This is an optimization exercise on Yosys and OpenROAD, whose aim is small area, a short achievable clock period and few clock cycles per item, not a production implementation.
Where RTL was checked, it was by simulation tests only, not by an equivalence proof against the original.
Power figures rest on the tool's default switching activity, not on a simulated workload.

==> inputs of job 322 <==
Design array, start of the top module:
module array #(
    parameter W = 8
)(
    input  wire clk,
    input  wire rst,
    input  wire start,
    input  wire signed [3*W-1:0] a,
    input  wire signed [3*W-1:0] b,
    output wire signed [9*2*W-1:0] result,
    output reg  result_valid
);
    reg beat1, beat2;
    reg accumulate;
    always @(posedge clk) begin
        if (rst) begin
            beat1        <= 1'b0;
            beat2        <= 1'b0;
            accumulate   <= 1'b0;
            result_valid <= 1'b0;
        end else begin
            beat1        <= start;
            beat2        <= beat1;
            accumulate   <= start | beat1;
            result_valid <= beat2;
        end
    end
    genvar i, j;
    generate
        for (j = 0; j < 3; j = j + 1) begin : enc
            wire [W/2-1:0] one, two, neg;
            booth_enc #(.W(W)) E (
                .b  (b[j*W +: W]),
                .one(one),
                .two(two),
                .neg(neg)
            );
        end
        for (i = 0; i < 3; i = i + 1) begin : row
            for (j = 0; j < 3; j = j + 1) begin : col
                mac_pe_8_bit PE (
                    .clk    (clk),
                    .clear  (~accumulate),
                    .a      (a[i*W +: W]),
                    .one    (enc[j].one),
                    .two    (enc[j].two),
                    .neg    (enc[j].neg),
                    .product(result[(i*3 + j)*2*W +: 2*W])
                );
            end
        end
    endgenerate
endmodule
clock: 6.5 ns
lec_check: 0
cap_margin: 20
core_margin: 2
core_utilization: 60
setup_slack_margin: 1.5
slew_margin: 20
synth_hierarchical: 1
synth_minimum_keep_size: 0
run.sh (not shown) runs the stock make flow with config.mk's settings and CLKGATE_MAP_FILE= SYNTH_SCRIPT=/design/flow/synth_recipe.tcl, a recipe that flattens the netlist after the stock synthesis.
==> inputs of job 6134, as changes to job 322 <==
--- a/flow/design.v
+++ b/flow/design.v
@@ -78,97 +78,109 @@
     wire acc_10 = ~clear & product[10];
     wire acc_11 = ~clear & product[11];
     wire acc_12 = ~clear & product[12];
     wire acc_13 = ~clear & product[13];
     wire acc_14 = ~clear & product[14];
     wire acc_15 = ~clear & product[15];
     wire s0, c0;
-    ha_cell u1 (.x(pp_0_4), .y(pp_1_2), .s(s0), .co(c0));
+    ha_cell u0 (.x(acc_4), .y(neg[2]), .s(s0), .co(c0));
     wire s1, c1;
-    ha_cell u2 (.x(pp_0_5), .y(pp_1_3), .s(s1), .co(c1));
+    ha_cell u1 (.x(acc_5), .y(pp_0_5), .s(s1), .co(c1));
     wire s2, c2;
-    fa_cell u3 (.x(pp_0_6), .y(pp_1_4), .z(pp_2_2), .s(s2), .co(c2));
+    xfa_cell u2 (.x(acc_6), .y(neg[3]), .z(pp_0_6), .s(s2), .co(c2));
     wire s3, c3;
-    ha_cell u4 (.x(pp_3_0), .y(neg[3]), .s(s3), .co(c3));
+    ha_cell u3 (.x(pp_1_4), .y(pp_2_2), .s(s3), .co(c3));
     wire s4, c4;
-    fa_cell u5 (.x(pp_0_7), .y(pp_1_5), .z(pp_2_3), .s(s4), .co(c4));
+    xfa_cell u4 (.x(acc_7), .y(pp_0_7), .z(pp_1_5), .s(s4), .co(c4));
     wire s5, c5;
-    ha_cell u6 (.x(pp_3_1), .y(acc_7), .s(s5), .co(c5));
+    ha_cell u5 (.x(pp_2_3), .y(pp_3_1), .s(s5), .co(c5));
     wire s6, c6;
-    fa_cell u7 (.x(pp_0_8), .y(pp_1_6), .z(pp_2_4), .s(s6), .co(c6));
+    xfa_cell u6 (.x(acc_8), .y(pp_0_8), .z(pp_1_6), .s(s6), .co(c6));
     wire s7, c7;
-    ha_cell u8 (.x(pp_3_2), .y(acc_8), .s(s7), .co(c7));
+    ha_cell u7 (.x(pp_2_4), .y(pp_3_2), .s(s7), .co(c7));
     wire s8, c8;
-    fa_cell u9 (.x(pp_1_7), .y(pp_2_5), .z(pp_3_3), .s(s8), .co(c8));
+    fa_cell u8 (.x(acc_9), .y(pp_1_7), .z(pp_2_5), .s(s8), .co(c8));
     wire s9, c9;
-    ha_cell u10 (.x(pp_1_8), .y(pp_2_6), .s(s9), .co(c9));
+    ha_cell u9 (.x(acc_10), .y(pp_1_8), .s(s9), .co(c9));
     wire s10, c10;
-    ha_cell u11 (.x(pp_0_2), .y(pp_1_0), .s(s10), .co(c10));
+    ha_cell u10 (.x(acc_2), .y(neg[1]), .s(s10), .co(c10));
     wire s11, c11;
-    ha_cell u12 (.x(pp_0_3), .y(pp_1_1), .s(s11), .co(c11));
+    ha_cell u11 (.x(acc_3), .y(pp_0_3), .s(s11), .co(c11));
     wire s12, c12;
-    fa_cell u13 (.x(pp_2_0), .y(neg[2]), .z(acc_4), .s(s12), .co(c12));
+    xfa_cell u12 (.x(s0), .y(pp_0_4), .z(pp_1_2), .s(s12), .co(c12));
     wire s13, c13;
-    fa_cell u14 (.x(pp_2_1), .y(acc_5), .z(s1), .s(s13), .co(c13));
+    fa_cell u13 (.x(c0), .y(pp_1_3), .z(pp_2_1), .s(s13), .co(c13));
     wire s14, c14;
-    fa_cell u15 (.x(acc_6), .y(s2), .z(s3), .s(s14), .co(c14));
+    xfa_cell u14 (.x(pp_3_0), .y(s2), .z(c1), .s(s14), .co(c14));
     wire s15, c15;
-    fa_cell u16 (.x(s4), .y(s5), .z(c2), .s(s15), .co(c15));
+    xfa_cell u15 (.x(c3), .y(s4), .z(s5), .s(s15), .co(c15));
     wire s16, c16;
-    fa_cell u17 (.x(s6), .y(s7), .z(c4), .s(s16), .co(c16));
+    xfa_cell u16 (.x(c5), .y(s6), .z(s7), .s(s16), .co(c16));
     wire s17, c17;
-    fa_cell u18 (.x(acc_9), .y(s8), .z(c6), .s(s17), .co(c17));
+    xfa_cell u17 (.x(pp_3_3), .y(c7), .z(c6), .s(s17), .co(c17));
     wire s18, c18;
-    fa_cell u19 (.x(pp_3_4), .y(acc_10), .z(s9), .s(s18), .co(c18));
+    xfa_cell u18 (.x(pp_2_6), .y(pp_3_4), .z(s9), .s(s18), .co(c18));
     wire s19, c19;
-    fa_cell u20 (.x(pp_2_7), .y(pp_3_5), .z(acc_11), .s(s19), .co(c19));
+    fa_cell u19 (.x(acc_11), .y(pp_2_7), .z(pp_3_5), .s(s19), .co(c19));
     wire s20, c20;
-    ha_cell u21 (.x(pp_2_8), .y(pp_3_6), .s(s20), .co(c20));
+    ha_cell u20 (.x(acc_12), .y(pp_2_8), .s(s20), .co(c20));
     wire s21, c21;
-    ha_cell u22 (.x(pp_0_0), .y(neg[0]), .s(s21), .co(c21));
+    ha_cell u21 (.x(acc_0), .y(neg[0]), .s(s21), .co(c21));
     wire s22, c22;
-    ha_cell u23 (.x(pp_0_1), .y(acc_1), .s(s22), .co(c22));
+    ha_cell u22 (.x(acc_1), .y(pp_0_1), .s(s22), .co(c22));
     wire s23, c23;
-    fa_cell u24 (.x(neg[1]), .y(acc_2), .z(s10), .s(s23), .co(c23));
+    fa_cell u23 (.x(s10), .y(pp_0_2), .z(pp_1_0), .s(s23), .co(c23));
     wire s24, c24;
-    fa_cell u25 (.x(acc_3), .y(s11), .z(c10), .s(s24), .co(c24));
+    xfa_cell u24 (.x(c10), .y(pp_1_1), .z(s11), .s(s24), .co(c24));
     wire s25, c25;
-    fa_cell u26 (.x(s0), .y(s12), .z(c11), .s(s25), .co(c25));
+    fa_cell u25 (.x(pp_2_0), .y(c11), .z(s12), .s(s25), .co(c25));
     wire s26, c26;
-    fa_cell u27 (.x(c0), .y(s13), .z(c12), .s(s26), .co(c26));
+    xfa_cell u26 (.x(s1), .y(c12), .z(s13), .s(s26), .co(c26));
     wire s27, c27;
-    fa_cell u28 (.x(c1), .y(s14), .z(c13), .s(s27), .co(c27));
+    xfa_cell u27 (.x(s3), .y(c13), .z(s14), .s(s27), .co(c27));
     wire s28, c28;
-    fa_cell u29 (.x(c3), .y(s15), .z(c14), .s(s28), .co(c28));
+    xfa_cell u28 (.x(c2), .y(c14), .z(s15), .s(s28), .co(c28));
     wire s29, c29;
-    fa_cell u30 (.x(c5), .y(s16), .z(c15), .s(s29), .co(c29));
+    xfa_cell u29 (.x(c4), .y(s16), .z(c15), .s(s29), .co(c29));
     wire s30, c30;
-    fa_cell u31 (.x(c7), .y(s17), .z(c16), .s(s30), .co(c30));
+    xfa_cell u30 (.x(s8), .y(s17), .z(c16), .s(s30), .co(c30));
     wire s31, c31;
-    fa_cell u32 (.x(c8), .y(s18), .z(c17), .s(s31), .co(c31));
+    xfa_cell u31 (.x(c8), .y(s18), .z(c17), .s(s31), .co(c31));
     wire s32, c32;
-    fa_cell u33 (.x(c9), .y(s19), .z(c18), .s(s32), .co(c32));
+    xfa_cell u32 (.x(c9), .y(s19), .z(c18), .s(s32), .co(c32));
     wire s33, c33;
-    fa_cell u34 (.x(acc_12), .y(s20), .z(c19), .s(s33), .co(c33));
+    fa_cell u33 (.x(pp_3_6), .y(s20), .z(c19), .s(s33), .co(c33));
     wire s34, c34;
-    fa_cell u35 (.x(pp_3_7), .y(acc_13), .z(c20), .s(s34), .co(c34));
+    fa_cell u34 (.x(acc_13), .y(pp_3_7), .z(c20), .s(s34), .co(c34));
     wire s35, c35;
-    ha_cell u36 (.x(pp_3_8), .y(acc_14), .s(s35), .co(c35));
-    wire [15:0] row0 = {acc_15, s35, s34, s33, s32, s31, s30, s29, s28, s27, s26, s25, s24, s23, s22, acc_0};
+    ha_cell u35 (.x(acc_14), .y(pp_3_8), .s(s35), .co(c35));
+    wire [15:0] row0 = {acc_15, s35, s34, s33, s32, s31, s30, s29, s28, s27, s26, s25, s24, s23, s22, pp_0_0};
     wire [15:0] row1 = {c35, c34, c33, c32, c31, c30, c29, c28, c27, c26, c25, c24, c23, c22, c21, s21};
     always @(posedge clk)
         product <= row0 + row1;
 endmodule
 module fa_cell (input wire x, input wire y, input wire z, output wire s, output wire co);
     assign s  = x ^ y ^ z;
     assign co = (x & y) | (x & z) | (y & z);
 endmodule
 module ha_cell (input wire x, input wire y, output wire s, output wire co);
     assign s  = x ^ y;
     assign co = x & y;
+endmodule
+module xfa_cell (input wire x, input wire y, input wire z, output wire s, output wire co);
+    wire t;
+    xor_cell u0 (.x(x), .y(y), .o(t));
+    xor_cell u1 (.x(t), .y(z), .o(s));
+    maj_cell u2 (.x(x), .y(y), .z(z), .o(co));
+endmodule
+module xor_cell (input wire x, input wire y, output wire o);
+    assign o = x ^ y;
+endmodule
+module maj_cell (input wire x, input wire y, input wire z, output wire o);
+    assign o = (x & y) | (x & z) | (y & z);
 endmodule
 `timescale 1ns / 1ps
 module array #(
     parameter W = 8
 )(
     input  wire clk,
     input  wire rst,
CORE_UTILIZATION = 40   (was 60)
==> qor summary <==
quantity                                                                                   job 6134                job 322
Avg Vias per Cell                                                                             5.656                  6.089
Cell Area, Synth                                                                          23830 um2              22270 um2
Total power divided by cell area                                                       588.2 nW/um2           598.3 nW/um2
Cell with the biggest individual delay on the critical path        sky130_fd_sc_hd__clkdlybuf4s50_1  sky130_fd_sc_hd__fa_1
Pleak                                                                                      11.07 nW               10.96 nW
Buffer count excluding the clock tree in the final layout                                       302                    315
M1 GR Usage                                                                                  0.2866                 0.4430
Area taken by multi-input logic gates                                                     19980 um2              19040 um2
Die ar.                                                                                   61540 um2              38680 um2
Initial Utilization                                                                          0.4045                 0.6084
Number of antenna violations at the first check in global routing                                 2                      3
Multiplexer share of the synthesized area                                                         0               0.008595
Number of different library cells in the post-synthesis netlist                                  45                     39
Result of the run                                                  no timing/DRC/antenna violations  no timing/DRC/antenna violations
Core utilization of the finished layout                                                      0.4665                 0.7173
Count of fill cells added during filler insertion                                              5577                   2777
Worst Hold Slack                                                                          0.4641 ns              0.4444 ns
Final worst setup slack                                                                    1.666 ns               1.575 ns
CTS-repair resized insts                                                                          3                    102
Last weighted congestion value of the routability-driven placer                              0.8689                 0.9325
Testbench counts of job 322, summed over its fixed seeds: cycles 14,408, items 4,800.
The RTL of job 6134 was laid out without a check of its function.

---

==> try-tundra <==
==> flow/design.v <==
`timescale 1ns / 1ps
module booth_enc #(
    parameter W = 8
)(
    input  wire [W-1:0]   b,
    output wire [W/2-1:0] one,
    output wire [W/2-1:0] two,
    output wire [W/2-1:0] neg
);
    wire [W:0] bx = {b, 1'b0};
    genvar i;
    generate
        for (i = 0; i < W/2; i = i + 1) begin : dig
            assign one[i] = bx[2*i+1] ^ bx[2*i];
            assign two[i] = (bx[2*i+2] & ~bx[2*i+1] & ~bx[2*i]) |
                            (~bx[2*i+2] & bx[2*i+1] & bx[2*i]);
            assign neg[i] = bx[2*i+2];
        end
    endgenerate
endmodule
module mac_pe_8_bit #(
    parameter W = 8
)(
    input  wire clk,
    input  wire clear,
    input  wire [W-1:0] a,
    input  wire [W/2-1:0] one,
    input  wire [W/2-1:0] two,
    input  wire [W/2-1:0] neg,
    output reg  [2*W-1:0] product
);
    wire pp_0_0 = ((one[0] & a[0])) ^ neg[0];
    wire pp_0_1 = ((one[0] & a[1]) | (two[0] & a[0])) ^ neg[0];
    wire pp_0_2 = ((one[0] & a[2]) | (two[0] & a[1])) ^ neg[0];
    wire pp_0_3 = ((one[0] & a[3]) | (two[0] & a[2])) ^ neg[0];
    wire pp_0_4 = ((one[0] & a[4]) | (two[0] & a[3])) ^ neg[0];
    wire pp_0_5 = ((one[0] & a[5]) | (two[0] & a[4])) ^ neg[0];
    wire pp_0_6 = ((one[0] & a[6]) | (two[0] & a[5])) ^ neg[0];
    wire pp_0_7 = ((one[0] & a[7]) | (two[0] & a[6])) ^ neg[0];
    wire pp_0_8 = ~(((one[0] & a[7]) | (two[0] & a[7])) ^ neg[0]);
    wire pp_1_0 = ((one[1] & a[0])) ^ neg[1];
    wire pp_1_1 = ((one[1] & a[1]) | (two[1] & a[0])) ^ neg[1];
    wire pp_1_2 = ((one[1] & a[2]) | (two[1] & a[1])) ^ neg[1];
    wire pp_1_3 = ((one[1] & a[3]) | (two[1] & a[2])) ^ neg[1];
    wire pp_1_4 = ((one[1] & a[4]) | (two[1] & a[3])) ^ neg[1];
    wire pp_1_5 = ((one[1] & a[5]) | (two[1] & a[4])) ^ neg[1];
    wire pp_1_6 = ((one[1] & a[6]) | (two[1] & a[5])) ^ neg[1];
    wire pp_1_7 = ((one[1] & a[7]) | (two[1] & a[6])) ^ neg[1];
    wire pp_1_8 = ~(((one[1] & a[7]) | (two[1] & a[7])) ^ neg[1]);
    wire pp_2_0 = ((one[2] & a[0])) ^ neg[2];
    wire pp_2_1 = ((one[2] & a[1]) | (two[2] & a[0])) ^ neg[2];
    wire pp_2_2 = ((one[2] & a[2]) | (two[2] & a[1])) ^ neg[2];
    wire pp_2_3 = ((one[2] & a[3]) | (two[2] & a[2])) ^ neg[2];
    wire pp_2_4 = ((one[2] & a[4]) | (two[2] & a[3])) ^ neg[2];
    wire pp_2_5 = ((one[2] & a[5]) | (two[2] & a[4])) ^ neg[2];
    wire pp_2_6 = ((one[2] & a[6]) | (two[2] & a[5])) ^ neg[2];
    wire pp_2_7 = ((one[2] & a[7]) | (two[2] & a[6])) ^ neg[2];
    wire pp_2_8 = ~(((one[2] & a[7]) | (two[2] & a[7])) ^ neg[2]);
    wire pp_3_0 = ((one[3] & a[0])) ^ neg[3];
    wire pp_3_1 = ((one[3] & a[1]) | (two[3] & a[0])) ^ neg[3];
    wire pp_3_2 = ((one[3] & a[2]) | (two[3] & a[1])) ^ neg[3];
    wire pp_3_3 = ((one[3] & a[3]) | (two[3] & a[2])) ^ neg[3];
    wire pp_3_4 = ((one[3] & a[4]) | (two[3] & a[3])) ^ neg[3];
    wire pp_3_5 = ((one[3] & a[5]) | (two[3] & a[4])) ^ neg[3];
    wire pp_3_6 = ((one[3] & a[6]) | (two[3] & a[5])) ^ neg[3];
    wire pp_3_7 = ((one[3] & a[7]) | (two[3] & a[6])) ^ neg[3];
    wire pp_3_8 = ~(((one[3] & a[7]) | (two[3] & a[7])) ^ neg[3]);
    wire acc_0 = ~clear & product[0];
    wire acc_1 = ~clear & product[1];
    wire acc_2 = ~clear & product[2];
    wire acc_3 = ~clear & product[3];
    wire acc_4 = ~clear & product[4];
    wire acc_5 = ~clear & product[5];
    wire acc_6 = ~clear & product[6];
    wire acc_7 = ~clear & product[7];
    wire acc_8 = clear | product[8];
    wire acc_9 = ~clear & product[9];
    wire acc_10 = ~clear & product[10];
    wire acc_11 = ~clear & product[11];
    wire acc_12 = ~clear & product[12];
    wire acc_13 = ~clear & product[13];
    wire acc_14 = ~clear & product[14];
    wire acc_15 = ~clear & product[15];
    wire s0, c0;
    ha_cell u0 (.x(neg[2]), .y(acc_4), .s(s0), .co(c0));
    wire s1, c1;
    ha_cell u1 (.x(pp_0_5), .y(acc_5), .s(s1), .co(c1));
    wire s2, c2;
    fa_cell u2 (.x(pp_0_6), .y(neg[3]), .z(acc_6), .s(s2), .co(c2));
    wire s3, c3;
    ha_cell u3 (.x(pp_2_2), .y(pp_1_4), .s(s3), .co(c3));
    wire s4, c4;
    fa_cell u4 (.x(pp_1_5), .y(pp_0_7), .z(acc_7), .s(s4), .co(c4));
    wire s5, c5;
    ha_cell u5 (.x(pp_3_1), .y(pp_2_3), .s(s5), .co(c5));
    wire s6, c6;
    fa_cell u6 (.x(pp_1_6), .y(pp_0_8), .z(acc_8), .s(s6), .co(c6));
    wire s7, c7;
    ha_cell u7 (.x(pp_3_2), .y(pp_2_4), .s(s7), .co(c7));
    wire s8, c8;
    fa_cell u8 (.x(pp_2_5), .y(pp_1_7), .z(acc_9), .s(s8), .co(c8));
    wire s9, c9;
    ha_cell u9 (.x(pp_1_8), .y(acc_10), .s(s9), .co(c9));
    wire s10, c10;
    ha_cell u10 (.x(neg[1]), .y(acc_2), .s(s10), .co(c10));
    wire s11, c11;
    ha_cell u11 (.x(pp_0_3), .y(acc_3), .s(s11), .co(c11));
    wire s12, c12;
    fa_cell u12 (.x(pp_1_2), .y(pp_0_4), .z(s0), .s(s12), .co(c12));
    wire s13, c13;
    fa_cell u13 (.x(pp_2_1), .y(pp_1_3), .z(c0), .s(s13), .co(c13));
    wire s14, c14;
    fa_cell u14 (.x(s3), .y(c1), .z(pp_3_0), .s(s14), .co(c14));
    wire s15, c15;
    fa_cell u15 (.x(c2), .y(s5), .z(c3), .s(s15), .co(c15));
    wire s16, c16;
    fa_cell u16 (.x(c4), .y(s7), .z(c5), .s(s16), .co(c16));
    wire s17, c17;
    fa_cell u17 (.x(c6), .y(c7), .z(pp_3_3), .s(s17), .co(c17));
    wire s18, c18;
    fa_cell u18 (.x(s9), .y(pp_3_4), .z(pp_2_6), .s(s18), .co(c18));
    wire s19, c19;
    fa_cell u19 (.x(pp_3_5), .y(pp_2_7), .z(acc_11), .s(s19), .co(c19));
    wire s20, c20;
    ha_cell u20 (.x(pp_2_8), .y(acc_12), .s(s20), .co(c20));
    wire s21, c21;
    ha_cell u21 (.x(neg[0]), .y(acc_0), .s(s21), .co(c21));
    wire s22, c22;
    ha_cell u22 (.x(pp_0_1), .y(acc_1), .s(s22), .co(c22));
    wire s23, c23;
    fa_cell u23 (.x(pp_1_0), .y(pp_0_2), .z(s10), .s(s23), .co(c23));
    wire s24, c24;
    fa_cell u24 (.x(s11), .y(pp_1_1), .z(c10), .s(s24), .co(c24));
    wire s25, c25;
    fa_cell u25 (.x(s12), .y(c11), .z(pp_2_0), .s(s25), .co(c25));
    wire s26, c26;
    fa_cell u26 (.x(s13), .y(c12), .z(s1), .s(s26), .co(c26));
    wire s27, c27;
    fa_cell u27 (.x(s14), .y(s2), .z(c13), .s(s27), .co(c27));
    wire s28, c28;
    fa_cell u28 (.x(s15), .y(c14), .z(s4), .s(s28), .co(c28));
    wire s29, c29;
    fa_cell u29 (.x(s16), .y(c15), .z(s6), .s(s29), .co(c29));
    wire s30, c30;
    fa_cell u30 (.x(s17), .y(c16), .z(s8), .s(s30), .co(c30));
    wire s31, c31;
    fa_cell u31 (.x(c17), .y(s18), .z(c8), .s(s31), .co(c31));
    wire s32, c32;
    fa_cell u32 (.x(c18), .y(s19), .z(c9), .s(s32), .co(c32));
    wire s33, c33;
    fa_cell u33 (.x(c19), .y(s20), .z(pp_3_6), .s(s33), .co(c33));
    wire s34, c34;
    fa_cell u34 (.x(c20), .y(pp_3_7), .z(acc_13), .s(s34), .co(c34));
    wire s35, c35;
    ha_cell u35 (.x(pp_3_8), .y(acc_14), .s(s35), .co(c35));
    wire [15:0] row0 = {acc_15, s35, s34, s33, s32, s31, s30, s29, s28, s27, s26, s25, s24, s23, s22, pp_0_0};
    wire [15:0] row1 = {c35, c34, c33, c32, c31, c30, c29, c28, c27, c26, c25, c24, c23, c22, c21, s21};
    always @(posedge clk)
        product <= row0 + row1;
endmodule
module fa_cell (input wire x, input wire y, input wire z, output wire s, output wire co);
    assign s  = x ^ y ^ z;
    assign co = (x & y) | (x & z) | (y & z);
endmodule
module ha_cell (input wire x, input wire y, output wire s, output wire co);
    assign s  = x ^ y;
    assign co = x & y;
endmodule
module xfa_cell (input wire x, input wire y, input wire z, output wire s, output wire co);
    wire t;
    xor_cell u0 (.x(x), .y(y), .o(t));
    xor_cell u1 (.x(t), .y(z), .o(s));
    maj_cell u2 (.x(x), .y(y), .z(z), .o(co));
endmodule
module xor_cell (input wire x, input wire y, output wire o);
    assign o = x ^ y;
endmodule
module maj_cell (input wire x, input wire y, input wire z, output wire o);
    assign o = (x & y) | (x & z) | (y & z);
endmodule
`timescale 1ns / 1ps
module array #(
    parameter W = 8
)(
    input  wire clk,
    input  wire rst,
    input  wire start,
    input  wire signed [3*W-1:0] a,
    input  wire signed [3*W-1:0] b,
    output wire signed [9*2*W-1:0] result,
    output reg  result_valid
);
    reg beat1, beat2;
    reg accumulate;
    always @(posedge clk) begin
        if (rst) begin
            beat1        <= 1'b0;
            beat2        <= 1'b0;
            accumulate   <= 1'b0;
            result_valid <= 1'b0;
        end else begin
            beat1        <= start;
            beat2        <= beat1;
            accumulate   <= start | beat1;
            result_valid <= beat2;
        end
    end
    genvar i, j;
    generate
        for (j = 0; j < 3; j = j + 1) begin : enc
            wire [W/2-1:0] one, two, neg;
            booth_enc #(.W(W)) E (
                .b  (b[j*W +: W]),
                .one(one),
                .two(two),
                .neg(neg)
            );
        end
        for (i = 0; i < 3; i = i + 1) begin : row
            for (j = 0; j < 3; j = j + 1) begin : col
                mac_pe_8_bit PE (
                    .clk    (clk),
                    .clear  (~accumulate),
                    .a      (a[i*W +: W]),
                    .one    (enc[j].one),
                    .two    (enc[j].two),
                    .neg    (enc[j].neg),
                    .product(result[(i*3 + j)*2*W +: 2*W])
                );
            end
        end
    endgenerate
endmodule
==> flow/flow/run.sh <==
#!/bin/bash
# The standard layout (the standard.sh, standard synthesis unchanged), with
# the port buffers that ORFS inserts before global placement made of the
# smallest plain buffer instead of ORFS's default choice; repair steps resize
# them where timing needs it.
set -euo pipefail
bash standard.sh "BUFFER_PORTS_ARGS=-buffer_cell sky130_fd_sc_hd__buf_1" finish > standard.log 2>&1
==> flow/standard.sh <==
#!/bin/bash
# synth_recipe.tcl (not shown) runs the flow's synth.tcl, then flattens the netlist and writes it again
# the make line also repeats each setting of config.mk as NAME=value (left out here)
make -C /OpenROAD-flow-scripts/flow DESIGN_CONFIG=/design/flow/config.mk WORK_HOME=/design/flow/orfs CLKGATE_MAP_FILE= SYNTH_SCRIPT=/design/flow/synth_recipe.tcl "${@:-finish}"
==> flow/config.mk <==
export PLATFORM = sky130hd
export DESIGN_NAME = array
export DESIGN_NICKNAME = array
export VERILOG_FILES = /design/flow/design.v
export SDC_FILE = /design/flow/constraint.sdc
export NUM_CORES = 4
export LEC_CHECK = 0
export CAP_MARGIN = 20
export CORE_MARGIN = 2
export CORE_UTILIZATION = 40
export CTS_BUF_LIST = sky130_fd_sc_hd__clkbuf_4 sky130_fd_sc_hd__clkbuf_8
export SETUP_SLACK_MARGIN = 1.95
export SLEW_MARGIN = 20
export SYNTH_HIERARCHICAL = 1
export SYNTH_MINIMUM_KEEP_SIZE = 0
==> flow/constraint.sdc <==
create_clock -name core_clock -period 6.5 [get_ports {clk}]
set_input_delay 1.3000 -clock core_clock [delete_from_list [all_inputs] [get_ports {clk}]]
set_output_delay 1.3000 -clock core_clock [all_outputs]
set_load 0.01 [all_outputs]
==> try-amber: changes against try-tundra <==
--- a/flow/design.v
+++ b/flow/design.v
@@ -83,76 +83,76 @@
     wire acc_15 = ~clear & product[15];
     wire s0, c0;
-    ha_cell u0 (.x(neg[2]), .y(acc_4), .s(s0), .co(c0));
+    ha_cell u1 (.x(pp_0_4), .y(pp_1_2), .s(s0), .co(c0));
     wire s1, c1;
-    ha_cell u1 (.x(pp_0_5), .y(acc_5), .s(s1), .co(c1));
+    ha_cell u2 (.x(pp_0_5), .y(pp_1_3), .s(s1), .co(c1));
     wire s2, c2;
-    fa_cell u2 (.x(pp_0_6), .y(neg[3]), .z(acc_6), .s(s2), .co(c2));
+    fa_cell u3 (.x(pp_0_6), .y(pp_1_4), .z(pp_2_2), .s(s2), .co(c2));
     wire s3, c3;
-    ha_cell u3 (.x(pp_2_2), .y(pp_1_4), .s(s3), .co(c3));
+    ha_cell u4 (.x(pp_3_0), .y(neg[3]), .s(s3), .co(c3));
     wire s4, c4;
-    fa_cell u4 (.x(pp_1_5), .y(pp_0_7), .z(acc_7), .s(s4), .co(c4));
+    fa_cell u5 (.x(pp_0_7), .y(pp_1_5), .z(pp_2_3), .s(s4), .co(c4));
     wire s5, c5;
-    ha_cell u5 (.x(pp_3_1), .y(pp_2_3), .s(s5), .co(c5));
+    ha_cell u6 (.x(pp_3_1), .y(acc_7), .s(s5), .co(c5));
     wire s6, c6;
-    fa_cell u6 (.x(pp_1_6), .y(pp_0_8), .z(acc_8), .s(s6), .co(c6));
+    fa_cell u7 (.x(pp_0_8), .y(pp_1_6), .z(pp_2_4), .s(s6), .co(c6));
     wire s7, c7;
-    ha_cell u7 (.x(pp_3_2), .y(pp_2_4), .s(s7), .co(c7));
+    ha_cell u8 (.x(pp_3_2), .y(acc_8), .s(s7), .co(c7));
     wire s8, c8;
-    fa_cell u8 (.x(pp_2_5), .y(pp_1_7), .z(acc_9), .s(s8), .co(c8));
+    fa_cell u9 (.x(pp_1_7), .y(pp_2_5), .z(pp_3_3), .s(s8), .co(c8));
     wire s9, c9;
-    ha_cell u9 (.x(pp_1_8), .y(acc_10), .s(s9), .co(c9));
+    ha_cell u10 (.x(pp_1_8), .y(pp_2_6), .s(s9), .co(c9));
     wire s10, c10;
-    ha_cell u10 (.x(neg[1]), .y(acc_2), .s(s10), .co(c10));
+    ha_cell u11 (.x(pp_0_2), .y(pp_1_0), .s(s10), .co(c10));
     wire s11, c11;
-    ha_cell u11 (.x(pp_0_3), .y(acc_3), .s(s11), .co(c11));
+    ha_cell u12 (.x(pp_0_3), .y(pp_1_1), .s(s11), .co(c11));
     wire s12, c12;
-    fa_cell u12 (.x(pp_1_2), .y(pp_0_4), .z(s0), .s(s12), .co(c12));
+    fa_cell u13 (.x(pp_2_0), .y(neg[2]), .z(acc_4), .s(s12), .co(c12));
     wire s13, c13;
-    fa_cell u13 (.x(pp_2_1), .y(pp_1_3), .z(c0), .s(s13), .co(c13));
+    fa_cell u14 (.x(pp_2_1), .y(acc_5), .z(s1), .s(s13), .co(c13));
     wire s14, c14;
-    fa_cell u14 (.x(s3), .y(c1), .z(pp_3_0), .s(s14), .co(c14));
+    fa_cell u15 (.x(acc_6), .y(s2), .z(s3), .s(s14), .co(c14));
     wire s15, c15;
-    fa_cell u15 (.x(c2), .y(s5), .z(c3), .s(s15), .co(c15));
+    fa_cell u16 (.x(s4), .y(s5), .z(c2), .s(s15), .co(c15));
     wire s16, c16;
-    fa_cell u16 (.x(c4), .y(s7), .z(c5), .s(s16), .co(c16));
+    fa_cell u17 (.x(s6), .y(s7), .z(c4), .s(s16), .co(c16));
     wire s17, c17;
-    fa_cell u17 (.x(c6), .y(c7), .z(pp_3_3), .s(s17), .co(c17));
+    fa_cell u18 (.x(acc_9), .y(s8), .z(c6), .s(s17), .co(c17));
     wire s18, c18;
-    fa_cell u18 (.x(s9), .y(pp_3_4), .z(pp_2_6), .s(s18), .co(c18));
+    fa_cell u19 (.x(pp_3_4), .y(acc_10), .z(s9), .s(s18), .co(c18));
     wire s19, c19;
-    fa_cell u19 (.x(pp_3_5), .y(pp_2_7), .z(acc_11), .s(s19), .co(c19));
+    fa_cell u20 (.x(pp_2_7), .y(pp_3_5), .z(acc_11), .s(s19), .co(c19));
     wire s20, c20;
-    ha_cell u20 (.x(pp_2_8), .y(acc_12), .s(s20), .co(c20));
+    ha_cell u21 (.x(pp_2_8), .y(pp_3_6), .s(s20), .co(c20));
     wire s21, c21;
-    ha_cell u21 (.x(neg[0]), .y(acc_0), .s(s21), .co(c21));
+    ha_cell u22 (.x(pp_0_0), .y(neg[0]), .s(s21), .co(c21));
     wire s22, c22;
-    ha_cell u22 (.x(pp_0_1), .y(acc_1), .s(s22), .co(c22));
+    ha_cell u23 (.x(pp_0_1), .y(acc_1), .s(s22), .co(c22));
     wire s23, c23;
-    fa_cell u23 (.x(pp_1_0), .y(pp_0_2), .z(s10), .s(s23), .co(c23));
+    fa_cell u24 (.x(neg[1]), .y(acc_2), .z(s10), .s(s23), .co(c23));
     wire s24, c24;
-    fa_cell u24 (.x(s11), .y(pp_1_1), .z(c10), .s(s24), .co(c24));
+    fa_cell u25 (.x(acc_3), .y(s11), .z(c10), .s(s24), .co(c24));
     wire s25, c25;
-    fa_cell u25 (.x(s12), .y(c11), .z(pp_2_0), .s(s25), .co(c25));
+    fa_cell u26 (.x(s0), .y(s12), .z(c11), .s(s25), .co(c25));
     wire s26, c26;
-    fa_cell u26 (.x(s13), .y(c12), .z(s1), .s(s26), .co(c26));
+    fa_cell u27 (.x(c0), .y(s13), .z(c12), .s(s26), .co(c26));
     wire s27, c27;
-    fa_cell u27 (.x(s14), .y(s2), .z(c13), .s(s27), .co(c27));
+    fa_cell u28 (.x(c1), .y(s14), .z(c13), .s(s27), .co(c27));
     wire s28, c28;
-    fa_cell u28 (.x(s15), .y(c14), .z(s4), .s(s28), .co(c28));
+    fa_cell u29 (.x(c3), .y(s15), .z(c14), .s(s28), .co(c28));
     wire s29, c29;
-    fa_cell u29 (.x(s16), .y(c15), .z(s6), .s(s29), .co(c29));
+    fa_cell u30 (.x(c5), .y(s16), .z(c15), .s(s29), .co(c29));
     wire s30, c30;
-    fa_cell u30 (.x(s17), .y(c16), .z(s8), .s(s30), .co(c30));
+    fa_cell u31 (.x(c7), .y(s17), .z(c16), .s(s30), .co(c30));
     wire s31, c31;
-    fa_cell u31 (.x(c17), .y(s18), .z(c8), .s(s31), .co(c31));
+    fa_cell u32 (.x(c8), .y(s18), .z(c17), .s(s31), .co(c31));
     wire s32, c32;
-    fa_cell u32 (.x(c18), .y(s19), .z(c9), .s(s32), .co(c32));
+    fa_cell u33 (.x(c9), .y(s19), .z(c18), .s(s32), .co(c32));
     wire s33, c33;
-    fa_cell u33 (.x(c19), .y(s20), .z(pp_3_6), .s(s33), .co(c33));
+    fa_cell u34 (.x(acc_12), .y(s20), .z(c19), .s(s33), .co(c33));
     wire s34, c34;
-    fa_cell u34 (.x(c20), .y(pp_3_7), .z(acc_13), .s(s34), .co(c34));
+    fa_cell u35 (.x(pp_3_7), .y(acc_13), .z(c20), .s(s34), .co(c34));
     wire s35, c35;
-    ha_cell u35 (.x(pp_3_8), .y(acc_14), .s(s35), .co(c35));
-    wire [15:0] row0 = {acc_15, s35, s34, s33, s32, s31, s30, s29, s28, s27, s26, s25, s24, s23, s22, pp_0_0};
+    ha_cell u36 (.x(pp_3_8), .y(acc_14), .s(s35), .co(c35));
+    wire [15:0] row0 = {acc_15, s35, s34, s33, s32, s31, s30, s29, s28, s27, s26, s25, s24, s23, s22, acc_0};
     wire [15:0] row1 = {c35, c34, c33, c32, c31, c30, c29, c28, c27, c26, c25, c24, c23, c22, c21, s21};
     always @(posedge clk)
@@ -166,16 +166,4 @@
     assign s  = x ^ y;
     assign co = x & y;
-endmodule
-module xfa_cell (input wire x, input wire y, input wire z, output wire s, output wire co);
-    wire t;
-    xor_cell u0 (.x(x), .y(y), .o(t));
-    xor_cell u1 (.x(t), .y(z), .o(s));
-    maj_cell u2 (.x(x), .y(y), .z(z), .o(co));
-endmodule
-module xor_cell (input wire x, input wire y, output wire o);
-    assign o = x ^ y;
-endmodule
-module maj_cell (input wire x, input wire y, input wire z, output wire o);
-    assign o = (x & y) | (x & z) | (y & z);
 endmodule
 `timescale 1ns / 1ps
==> flow/flow/run.sh (replaced) <==
#!/bin/bash
# The standard layout (the standard.sh, standard synthesis unchanged), with
# the port buffers that ORFS inserts before global placement made of the
# smallest plain buffer instead of ORFS's default choice (repair steps resize
# them where timing needs it), and with ORFS's power recovery after global
# routing, which downsizes cells on paths with slack to spare.
set -euo pipefail
bash standard.sh "BUFFER_PORTS_ARGS=-buffer_cell sky130_fd_sc_hd__buf_1" "RECOVER_POWER=100" finish > standard.log 2>&1
--- a/flow/config.mk
+++ b/flow/config.mk
@@ -10,5 +10,5 @@
 export CORE_UTILIZATION = 40
 export CTS_BUF_LIST = sky130_fd_sc_hd__clkbuf_4 sky130_fd_sc_hd__clkbuf_8
-export SETUP_SLACK_MARGIN = 1.95
+export SETUP_SLACK_MARGIN = 1.75
 export SLEW_MARGIN = 20
 export SYNTH_HIERARCHICAL = 1
==> reports/qor.csv <==
metric,value,unit
critPathMaxFanout,12,
maxSlewViolCount,25,
fin_ws,1.02,ns
start_util,0.404,
net-switching-power,7300,uW
dp_cells,3167,
cts.reportedPaths.clkPinSlew,0.09,ns
cap_viol_max_count,1,
cts_setup_buffers,2,
synthAdderAreaFrac,0.339,
core,55100,um2
clk_share,0.0144,
track_usage,0.215,
synthMuxAreaShare,0.00859,
combPwrFrac,0.823,
outcome,finished with violations,
failed_checks,"capacitance limit, slew limit",
-- figures above: try-amber

==> reports/qor.csv <==
metric,value,unit
outcome,no timing/DRC/antenna violations,
dp_cells,3170,
net-switching-power,7470,uW
critPathMaxFanout,13,
maxSlewViolCount,0,
fin_ws,2.02,ns
synthMuxAreaShare,0,
core,55300,um2
cts_setup_buffers,11,
cts.reportedPaths.clkPinSlew,0.08,ns
-- figures above: try-tundra

Testbench counts of try-amber, summed over its fixed seeds: cycles 14,408, items 4,800.
No functional check of the RTL was part of try-tundra.

==> separate check: timing with driven ports <==
In the flow no input, the clock included, has a driving cell. The finished layouts below were timed again as built, in two steps. Step 1: set_driving_cell puts a clkbuf_16 on clk and a buf_2 on each other input, an assumption about the parent block. Step 2 adds t to the input delays and takes it off the output delays; t is the mean of the earliest and latest rising clock arrival at the registers after step 1. Input paths then give back, and output paths get back, about the clock's delay inside the block. a / b / c = no drivers / after step 1 / after step 2; a / b = the first two.
run	shift t [ns]	slack for setup (ns)	worst setup path at the end	latest minus earliest clock arrival (ns)
job 322	0.510	1.575 / 1.571 / 1.061	input to register	0.009 / 0.009
job 6134	0.570	1.666 / 1.706 / 1.136	input to register	0.014 / 0.014
try-tundra	0.631	2.019 / 2.032 / 1.400	input to register	0.019 / 0.019
try-amber	0.624	1.023 / 1.047 / 0.423	input to register	0.038 / 0.038
For try-tundra, which loses most, drivers alone change the setup slack by +0.013 ns; drivers and shift together by -0.619 ns.
